Background: an optimization exercise with open tools, aiming at a short achievable clock period and few clock cycles. Do not read the settings as production practice.
Where RTL was checked, it was by simulation tests only, not by an equivalence proof against the original.
Power and IR drop assume default switching activity.

trial 36:
## MIPS_Pipe
module MIPS_Pipe (
    input  clk, reset,
    input  [31:0] imem_rdata,
    input  [31:0] dmem_rdata,
    output [31:0] imem_addr,
    output [31:0] dmem_addr,
    output [31:0] dmem_wdata,
    output dmem_we
);
Size in the first run: about 12000 cells after synthesis, about 150000 sq um of cells after synthesis.
clock: 12.0 ns
lec_check: 0
cap_margin: 20
core_margin: 2
core_utilization: 50
cts_cluster_diameter: 60
cts_cluster_size: 20
slew_margin: 20
synth_hierarchical: 1
standard.sh (not shown) runs the stock make flow with config.mk's settings and CLKGATE_MAP_FILE= SYNTH_SCRIPT=/design/flow/synth_recipe.tcl, a recipe that flattens the netlist after the stock synthesis.
==> flow/flow/run.sh <==
#!/bin/bash
set -euo pipefail
MARGIN=$(cat flow/setup_margin)
CTSD=$(cat flow/cts_buf_distance)
RES=orfs/results/${FLOW_PLATFORM}/MIPS_Pipe/base
bash standard.sh SETUP_SLACK_MARGIN="$MARGIN" CTS_BUF_DISTANCE="$CTSD" \
    BUFFER_PORTS_ARGS="-buffer_cell sky130_fd_sc_hd__buf_4" 3_3_place_gp > flow_make_place.log 2>&1
openroad -no_init -exit -threads "${NUM_CORES:-8}" flow/move_out_regs.tcl > flow_move_out_regs.log 2>&1
bash standard.sh SETUP_SLACK_MARGIN="$MARGIN" CTS_BUF_DISTANCE="$CTSD" \
    BUFFER_PORTS_ARGS="-buffer_cell sky130_fd_sc_hd__buf_4" > flow_make_rest.log 2>&1
==> flow/flow/cts_buf_distance <==
150
==> flow/flow/move_out_regs.tcl <==
# Move each flip-flop that drives an output port's buffer next to that buffer.
set odb orfs/results/$::env(FLOW_PLATFORM)/MIPS_Pipe/base/3_3_place_gp.odb
read_db $odb
set block [ord::get_db_block]
set core [$block getCoreArea]
set cx [expr {([$core xMin] + [$core xMax]) / 2}]
set cy [expr {([$core yMin] + [$core yMax]) / 2}]
set moved 0
foreach bt [$block getBTerms] {
  if {[$bt getIoType] ne "OUTPUT"} { continue }
  set net [$bt getNet]
  set buf ""
  foreach it [$net getITerms] { if {[$it isOutputSignal]} { set buf [$it getInst] } }
  if {$buf eq ""} { continue }
  set innet ""
  foreach it [$buf getITerms] { if {[$it isInputSignal]} { set innet [$it getNet] } }
  if {$innet eq ""} { continue }
  set ff ""
  set nload 0
  foreach it [$innet getITerms] {
    if {[$it isOutputSignal]} { set ff [$it getInst] } else { incr nload }
  }
  if {$ff eq "" || $nload != 1} { continue }
  if {![string match "*df*" [[$ff getMaster] getName]]} { continue }
  set loc [$buf getLocation]
  set x [lindex $loc 0]
  set y [lindex $loc 1]
  # a few microns from the buffer, towards the core centre
  set dx [expr {$cx > $x ? 3000 : -3000}]
  set dy [expr {$cy > $y ? 3000 : -3000}]
  $ff setLocation [expr {$x + $dx}] [expr {$y + $dy}]
  $ff setPlacementStatus PLACED
  incr moved
  puts "moved [$ff getName] next to [$buf getName] for [$bt getName]"
}
puts "moved $moved flip-flops"
write_db $odb
==> flow/flow/setup_margin <==
8.5
The inputs of trial 59 differ from those of trial 36 as listed below.
diff --git a/flow/design.v b/flow/design.v
--- a/flow/design.v
+++ b/flow/design.v
@@ -4027,39 +4027,40 @@
                      ({32{and_e}} & (a_e & b_e)) | ({32{or_e}} & (a_e | b_e)) |
                      {31'd0, slt_e & lt_e} | ({32{el_e}} & dmem_rdata);
 wire taken_e;
 beq_cmp cmp_u (.res_m(res_mc), .res_w(res_w), .opa(opa_e), .opb(opb_e),
                .fa_m(fa_m_e), .fa_w(fa_w_e), .fb_m(fb_m_e), .fb_w(fb_w_e),
                .taken(taken_e));
 wire tmatch_e = (pch_e == bt_e[31:12]) & (btgt_e == bt_e[11:2]);
 wire redir_t = beq_e & (predt_e ? ~tmatch_e : ~same_e);
 wire redir_n = beq_e & predt_e & ~(same_e & tmatch_e);
-wire [31:0] pc_t, pc_n;
 wire [31:0] pc_t0, pc_n0;
 ao6 pcsel_t (.s({redir_t, {4{~redir_t}} & {s_hold, s_rd, s_j, s_p}}),
              .x5(bt_e), .x4(pc_f), .x3(pcp4_d), .x2(jt_f), .x1(pcp4_f), .y(pc_t0));
 ao6 pcsel_n (.s({redir_n, {4{~redir_n}} & {s_hold, s_rd, s_j, s_p}}),
              .x5(pcp4_e), .x4(pc_f), .x3(pcp4_d), .x2(jt_f), .x1(pcp4_f), .y(pc_n0));
-late_sel #(.W(32)) bsel_t (.s(bhit_f & s_p & ~redir_t), .x1(btb_pc_f), .x0(pc_t0), .y(pc_t));
-late_sel #(.W(32)) bsel_n (.s(bhit_f & s_p & ~redir_n), .x1(btb_pc_f), .x0(pc_n0), .y(pc_n));
 wire is_nop_d = ~wr_d & ~is_sw_d & ~is_beq_d & ~is_j_d;
 assign ue_v  = beq_e & (taken_e | predt_e);
 assign ud_v  = valid_d & (is_j_d | is_nop_d);
 assign ud_pc = pc_d[11:2] - 10'd1;
 assign ud_jf = is_j_d ? instr_d[25:0] : pcp4_d[27:2];
 wire vd = stall_d ? valid_d : ~redir_d;
 wire b0 = stall_d | ~valid_d;
 wire valid_d_next, bubble_d;
-late_sel #(.W(34)) tsel_u (.s(taken_e),
-    .x1({pc_t, ~redir_t & vd, redir_t | b0}),
-    .x0({pc_n, ~redir_n & vd, redir_n | b0}),
-    .y({pc_in, valid_d_next, bubble_d}));
-late_sel #(.W(32)) tsel_o (.s(taken_e), .x1(pc_t), .x0(pc_n), .y(pc_in_o));
+wire [31:0] pc_tn, pc_tn_o;
+wire bsel;
+late_sel #(.W(35)) tsel_u (.s(taken_e),
+    .x1({pc_t0, ~redir_t & vd, redir_t | b0, s_p & ~redir_t}),
+    .x0({pc_n0, ~redir_n & vd, redir_n | b0, s_p & ~redir_n}),
+    .y({pc_tn, valid_d_next, bubble_d, bsel}));
+late_sel #(.W(32)) tsel_o (.s(taken_e), .x1(pc_t0), .x0(pc_n0), .y(pc_tn_o));
+late_sel #(.W(32)) bsel_u (.s(bhit_f & bsel), .x1(btb_pc_f), .x0(pc_tn),   .y(pc_in));
+late_sel #(.W(32)) bsel_o (.s(bhit_f & bsel), .x1(btb_pc_f), .x0(pc_tn_o), .y(pc_in_o));
 mul_pipe mul_u (.clk(clk), .res_m(res_mc), .res_w(res_w),
                 .opa(opa_e), .opb(opb_e), .sel_d(sel_next), .p(mul_p));
 reg  [31:0] sd_m;
 reg         we_m;
 dff #(.W(32)) addr_out (.clk(clk), .d(el_d ? {22'd0, addr10_d} : alu_e), .q(dmem_addr));
 dff #(.W(32)) res_mc_u (.clk(clk), .d(alu_e),   .q(res_mc));
 assign dmem_wdata = sd_m;
 assign dmem_we    = we_m;
 integer i;
--- outcome ---
Going from trial 36 to trial 59, residual antenna-violating net count after detailed routing shows no meaningful change, cell count along the critical path fell 2, pre-CTS setup slack has decreased. The wire length in trial 59 sits about 1.3% below the value recorded for trial 36. On trial 59: worst hold slack is 26 ps lower than what trial 36 gave. Compare trial 36 and trial 59 | area added between synthesis and finish higher: trial 59. Relative to trial 36, the setup fix buffers added after clock tree synthesis of trial 59 is higher by 16. Lower post-layout total power was reported by trial 59, not trial 36. Trial 59: all stages complete, timing, DRC and antenna checks passed. Compared with trial 36, trial 59 shows a higher number of clock-tree buffers in the layout.
No functional check of the RTL was part of any run of this note.

---

Setup of build 94:
Another version of the RTL of MIPS_Pipe (not shown whole).
Size: ~160 I/O pins.
==> flow/config.mk <==
export PLATFORM = sky130hd
export DESIGN_NAME = MIPS_Pipe
export DESIGN_NICKNAME = MIPS_Pipe
export VERILOG_FILES = /design/flow/design.v
export SDC_FILE = /design/flow/constraint.sdc
export NUM_CORES = 8
export LEC_CHECK = 0
export CAP_MARGIN = 20
export CORE_MARGIN = 2
export CORE_UTILIZATION = 50
export CTS_CLUSTER_DIAMETER = 80
export CTS_CLUSTER_SIZE = 24
export SLEW_MARGIN = 20
export SYNTH_HIERARCHICAL = 1
==> flow/constraint.sdc <==
create_clock -name core_clock -period 12.0 [get_ports {clk}]
set_input_delay 2.4000 -clock core_clock [delete_from_list [all_inputs] [get_ports {clk}]]
set_output_delay 2.4000 -clock core_clock [all_outputs]
set_load 0.01 [all_outputs]
==> flow/flow/run.sh <==
#!/bin/bash
set -euo pipefail
MARGIN=$(cat flow/setup_margin)
CTSD=$(cat flow/cts_buf_distance)
RES=orfs/results/${FLOW_PLATFORM}/MIPS_Pipe/base
bash standard.sh SETUP_SLACK_MARGIN="$MARGIN" CTS_BUF_DISTANCE="$CTSD" 3_3_place_gp > flow_make_place.log 2>&1
openroad -no_init -exit -threads "${NUM_CORES:-8}" flow/move_out_regs.tcl > flow_move_out_regs.log 2>&1
bash standard.sh SETUP_SLACK_MARGIN="$MARGIN" CTS_BUF_DISTANCE="$CTSD" > flow_make_rest.log 2>&1
==> flow/flow/cts_buf_distance <==
200
Scripts as last shown in full above: flow/flow/move_out_regs.tcl, flow/flow/setup_margin
diff inputs: build 94 => trial 90
diff --git a/flow/design.v b/flow/design.v
--- a/flow/design.v
+++ b/flow/design.v
@@ -4028,42 +4028,42 @@
                      {31'd0, slt_e & lt_e} | ({32{el_e}} & dmem_rdata);
 wire taken_e;
 beq_cmp cmp_u (.res_m(res_mc), .res_w(res_w), .opa(opa_e), .opb(opb_e),
                .fa_m(fa_m_e), .fa_w(fa_w_e), .fb_m(fb_m_e), .fb_w(fb_w_e),
                .taken(taken_e));
 wire tmatch_e = (pch_e == bt_e[31:12]) & (btgt_e == bt_e[11:2]);
 wire redir_t = beq_e & (predt_e ? ~tmatch_e : ~same_e);
 wire redir_n = beq_e & predt_e & ~(same_e & tmatch_e);
+wire [31:0] pc_t0, pc_n0;
 wire [31:0] pc_t1, pc_n1;
 ao5 pcsel_t (.s({redir_t, {3{~redir_t}} & {s_hold, s_rd, s_p}}),
              .x4(bt_e), .x3(pc_f), .x2(pcp4_d), .x1(pcp4_f), .y(pc_t1));
 ao5 pcsel_n (.s({redir_n, {3{~redir_n}} & {s_hold, s_rd, s_p}}),
              .x4(pcp4_e), .x3(pc_f), .x2(pcp4_d), .x1(pcp4_f), .y(pc_n1));
+late_sel #(.W(32)) jsel_t (.s(j_f & s_p & ~redir_t), .x1(jt_f), .x0(pc_t1), .y(pc_t0));
+late_sel #(.W(32)) jsel_n (.s(j_f & s_p & ~redir_n), .x1(jt_f), .x0(pc_n1), .y(pc_n0));
 wire is_nop_d = ~wr_d & ~is_sw_d & ~is_beq_d & ~is_j_d;
 assign ue_v  = beq_e & (taken_e | predt_e);
 assign ud_v  = valid_d & (is_j_d | is_nop_d) & (pc_d[31:12] == 20'd0) & (pc_d[11:2] != 10'd0) &
                (is_j_d ? (instr_d[25:10] == 16'd0) : (pcp4_d[31:12] == 20'd0));
 assign ud_pc = pc_d[11:2] - 10'd1;
 assign ud_jf = is_j_d ? instr_d[9:0] : pcp4_d[11:2];
 wire vd = stall_d ? valid_d : ~redir_d;
 wire b0 = stall_d | ~valid_d;
 wire valid_d_next, bubble_d;
 wire [31:0] pc_tn, pc_tn_o;
 wire bsel;
 late_sel #(.W(35)) tsel_u (.s(taken_e),
-    .x1({pc_t1, ~redir_t & vd, redir_t | b0, s_p & ~redir_t}),
-    .x0({pc_n1, ~redir_n & vd, redir_n | b0, s_p & ~redir_n}),    
+    .x1({pc_t0, ~redir_t & vd, redir_t | b0, s_p & ~redir_t}),
+    .x0({pc_n0, ~redir_n & vd, redir_n | b0, s_p & ~redir_n}),    
     .y({pc_tn, valid_d_next, bubble_d, bsel}));
-late_sel #(.W(32)) tsel_o (.s(taken_e), .x1(pc_t1), .x0(pc_n1), .y(pc_tn_o));
-wire [31:0] pc_j, pc_j_o;
-late_sel #(.W(32)) jsel_u (.s(j_f & bsel), .x1(jt_f), .x0(pc_tn),   .y(pc_j));
-late_sel #(.W(32)) jsel_o (.s(j_f & bsel), .x1(jt_f), .x0(pc_tn_o), .y(pc_j_o));
-late_sel #(.W(32)) bsel_u (.s(bhit_f & bsel & ~j_f), .x1(btb_pc_f), .x0(pc_j),   .y(pc_in));
-late_sel #(.W(32)) bsel_o (.s(bhit_f & bsel & ~j_f), .x1(btb_pc_f), .x0(pc_j_o), .y(pc_in_o));
+late_sel #(.W(32)) tsel_o (.s(taken_e), .x1(pc_t0), .x0(pc_n0), .y(pc_tn_o));
+late_sel #(.W(32)) bsel_u (.s(bhit_f & bsel & ~j_f), .x1(btb_pc_f), .x0(pc_tn),   .y(pc_in));
+late_sel #(.W(32)) bsel_o (.s(bhit_f & bsel & ~j_f), .x1(btb_pc_f), .x0(pc_tn_o), .y(pc_in_o));
 mul_pipe mul_u (.clk(clk), .res_m(res_mc), .res_w(res_w),
                 .opa(opa_e), .opb(opb_e), .sel_d(sel_next), .p(mul_p));
 reg  [31:0] sd_m;
 reg         we_m;
 dff #(.W(32)) addr_out (.clk(clk), .d(el_d ? {22'd0, addr10_d} : alu_e), .q(dmem_addr));
 dff #(.W(32)) res_mc_u (.clk(clk), .d(alu_e),   .q(res_mc));
 assign dmem_wdata = sd_m;
 assign dmem_we    = we_m;
==> comparison <==
- When trial 90 is measured against build 94, its area added between synthesis and finish turns out 0.87 points higher.
- met3 track utilization from global routing for trial 90 is lower than for build 94.
- Final instance area of build 94 is on par with trial 90.
- Going from build 94 to trial 90, the final worst-path cycle share was found to have gone up by 2.3 points.
- Hold-fix buffer count after cts came out exactly the same in build 94 and trial 90.
- Build 94 -> trial 90: final setup violation count delta 0, exact match
- [trial 90 vs build 94] synthesized cell count: lower in trial 90
- Compared with build 94, trial 90 shows a utilization that is 0.58 points higher.
Function was not checked in any run of this note: the RTL went through the layout flow alone.

---

## red
RTL: one of the versions met above, not the one the previous note started from.
Size in the first run: ~160 I/O pins, roughly 0.15 mm^2 of cells after synthesis.
clock: 12.0 ns
lec_check: 0
cap_margin: 20
core_margin: 2
core_utilization: 50
cts_cluster_diameter: 60
cts_cluster_size: 20
slew_margin: 20
synth_hierarchical: 1
==> flow/flow/cts_buf_distance <==
150
Scripts as last shown in full above: flow/flow/run.sh, flow/flow/move_out_regs.tcl, flow/flow/setup_margin
Relative to red, the following input files were edited for blue:
diff --git a/flow/design.v b/flow/design.v
--- a/flow/design.v
+++ b/flow/design.v
@@ -4030,33 +4030,34 @@
 beq_cmp cmp_u (.res_m(res_mc), .res_w(res_w), .opa(opa_e), .opb(opb_e),
                .fa_m(fa_m_e), .fa_w(fa_w_e), .fb_m(fb_m_e), .fb_w(fb_w_e),
                .taken(taken_e));
 wire tmatch_e = (pch_e == bt_e[31:12]) & (btgt_e == bt_e[11:2]);
 wire redir_t = beq_e & (predt_e ? ~tmatch_e : ~same_e);
 wire redir_n = beq_e & predt_e & ~(same_e & tmatch_e);
-wire [31:0] pc_t, pc_n;
 wire [31:0] pc_t0, pc_n0;
 ao6 pcsel_t (.s({redir_t, {4{~redir_t}} & {s_hold, s_rd, s_j, s_p}}),
              .x5(bt_e), .x4(pc_f), .x3(pcp4_d), .x2(jt_f), .x1(pcp4_f), .y(pc_t0));
 ao6 pcsel_n (.s({redir_n, {4{~redir_n}} & {s_hold, s_rd, s_j, s_p}}),
              .x5(pcp4_e), .x4(pc_f), .x3(pcp4_d), .x2(jt_f), .x1(pcp4_f), .y(pc_n0));
-late_sel #(.W(32)) bsel_t (.s(bhit_f & s_p & ~redir_t), .x1(btb_pc_f), .x0(pc_t0), .y(pc_t));
-late_sel #(.W(32)) bsel_n (.s(bhit_f & s_p & ~redir_n), .x1(btb_pc_f), .x0(pc_n0), .y(pc_n));
 wire is_nop_d = ~wr_d & ~is_sw_d & ~is_beq_d & ~is_j_d;
 assign ue_v  = beq_e & (taken_e | predt_e);
 assign ud_v  = valid_d & (is_j_d | is_nop_d);
 assign ud_pc = pc_d[11:2] - 10'd1;
 assign ud_jf = is_j_d ? instr_d[25:0] : pcp4_d[27:2];
 wire vd = stall_d ? valid_d : ~redir_d;
 wire b0 = stall_d | ~valid_d;
 wire valid_d_next, bubble_d;
-late_sel #(.W(34)) tsel_u (.s(taken_e),
-    .x1({pc_t, ~redir_t & vd, redir_t | b0}),
-    .x0({pc_n, ~redir_n & vd, redir_n | b0}),
-    .y({pc_in, valid_d_next, bubble_d}));
-late_sel #(.W(32)) tsel_o (.s(taken_e), .x1(pc_t), .x0(pc_n), .y(pc_in_o));
+wire [31:0] pc_tn, pc_tn_o;
+wire bsel;
+late_sel #(.W(35)) tsel_u (.s(taken_e),
+    .x1({pc_t0, ~redir_t & vd, redir_t | b0, s_p & ~redir_t}),
+    .x0({pc_n0, ~redir_n & vd, redir_n | b0, s_p & ~redir_n}),
+    .y({pc_tn, valid_d_next, bubble_d, bsel}));
+late_sel #(.W(32)) tsel_o (.s(taken_e), .x1(pc_t0), .x0(pc_n0), .y(pc_tn_o));
+late_sel #(.W(32)) bsel_u (.s(bhit_f & bsel), .x1(btb_pc_f), .x0(pc_tn),   .y(pc_in));
+late_sel #(.W(32)) bsel_o (.s(bhit_f & bsel), .x1(btb_pc_f), .x0(pc_tn_o), .y(pc_in_o));
 mul_pipe mul_u (.clk(clk), .res_m(res_mc), .res_w(res_w),
                 .opa(opa_e), .opb(opb_e), .sel_d(sel_next), .p(mul_p));
 reg  [31:0] sd_m;
 reg         we_m;
 dff #(.W(32)) addr_out (.clk(clk), .d(el_d ? {22'd0, addr10_d} : alu_e), .q(dmem_addr));
 dff #(.W(32)) res_mc_u (.clk(clk), .d(alu_e),   .q(res_mc));
@@ -4256,26 +4257,27 @@
     re_taken <= ue_taken;
     re_pc    <= ue_pc;
     re_tgt   <= ue_tgt;
     rd_pc    <= ud_pc;
     rd_jf    <= ud_jf;
 end
-wire [15:0] m;
+wire [15:0] m, mh;
 genvar i;
 generate for (i = 0; i < 16; i = i + 1) begin : e
-    btb_match #(.I(i)) u (.pc(pc), .v(v[i]), .tag(tag[i]), .m(m[i]));
+    btb_match #(.I(i)) u  (.pc(pc), .v(v[i]), .tag(tag[i]), .m(m[i]));
+    btb_match #(.I(i)) uh (.pc(pc), .v(v[i]), .tag(tag[i]), .m(mh[i]));
 end endgenerate
 reg ht, hf;
 reg [9:0] tsel;
 reg [25:0] nsel;
 integer j;
 always @(*) begin
     ht = 1'b0; hf = 1'b0; tsel = 10'd0; nsel = 26'd0;
     for (j = 0; j < 16; j = j + 1) begin
-        ht = ht | (m[j] & t[j]);
-        hf = hf | (m[j] & (t[j] | (fv[j] & fold_ok)));
+        ht = ht | (mh[j] & t[j]);
+        hf = hf | (mh[j] & (t[j] | (fv[j] & fold_ok)));
         tsel = tsel | ({10{m[j]}} & tg[j]);
         nsel = nsel | ({26{m[j]}} & (t[j] ? {16'd0, tg[j]} : jt[j]));
     end
 end
 assign hit_t = ht;
 assign hit = hf;
--- outcome ---
- Comparing red and blue, the higher final wirelength was measured on red.
- Reported for red and blue, number of buffers inserted by hold repair at cts turned out identical to the last digit.
- Against red, blue reports a post-route total power that is higher.
- blue ends up with lower net switching component of the power than red does.
- Max worst reg-to-reg path cell count across red and blue: red
- Placed instance area (blue vs. red) increases slightly
- Mean area per synthesized cell: blue lower than red
- [compare] base=red new=blue: non-clock buffer count lost 0.76%, worst-case setup margin in the final layout rose 110 ps, share of the final layout cell area in sequential cells fell 0.78 points.
Testbench counts of blue, summed over its fixed seeds: cycles 105,474.
Only the layout flow was run in red; the RTL was not checked for function there.

## what the ideal ports hide
Ports are ideal in the flow. The routed layouts listed here were re-timed in OpenROAD. Step 1 assumes that a clkbuf_16 drives the clock port and a buf_2 every other input. Step 2 times the ports against the registers' clock, not the clock port: input delays grow and output delays shrink by t, the midpoint of the rising clock arrivals with the driver on. Three values: ideal, step 1, step 2; two values: the first two.
run	t, ns	setup slack, ns	worst setup path at the end	slew at the worst register clock pin (ns)
trial 36	1.086	7.897 / 7.897 / 7.015	input to register	0.09 / 0.09
trial 59	1.048	8.049 / 7.985 / 7.215	input to register	0.09 / 0.09
build 94	0.961	8.158 / 8.095 / 7.275	input to register	0.10 / 0.10
trial 90	0.934	7.885 / 7.858 / 6.924	input to register	0.11 / 0.11
red	1.093	8.002 / 8.003 / 6.994	input to register	0.09 / 0.09
blue	1.068	8.115 / 8.018 / 7.307	input to register	0.09 / 0.09
After both steps setup and hold are still met in every run listed. For red, which loses most, drivers alone change the setup slack by +0.001 ns; drivers and shift together by -1.008 ns.
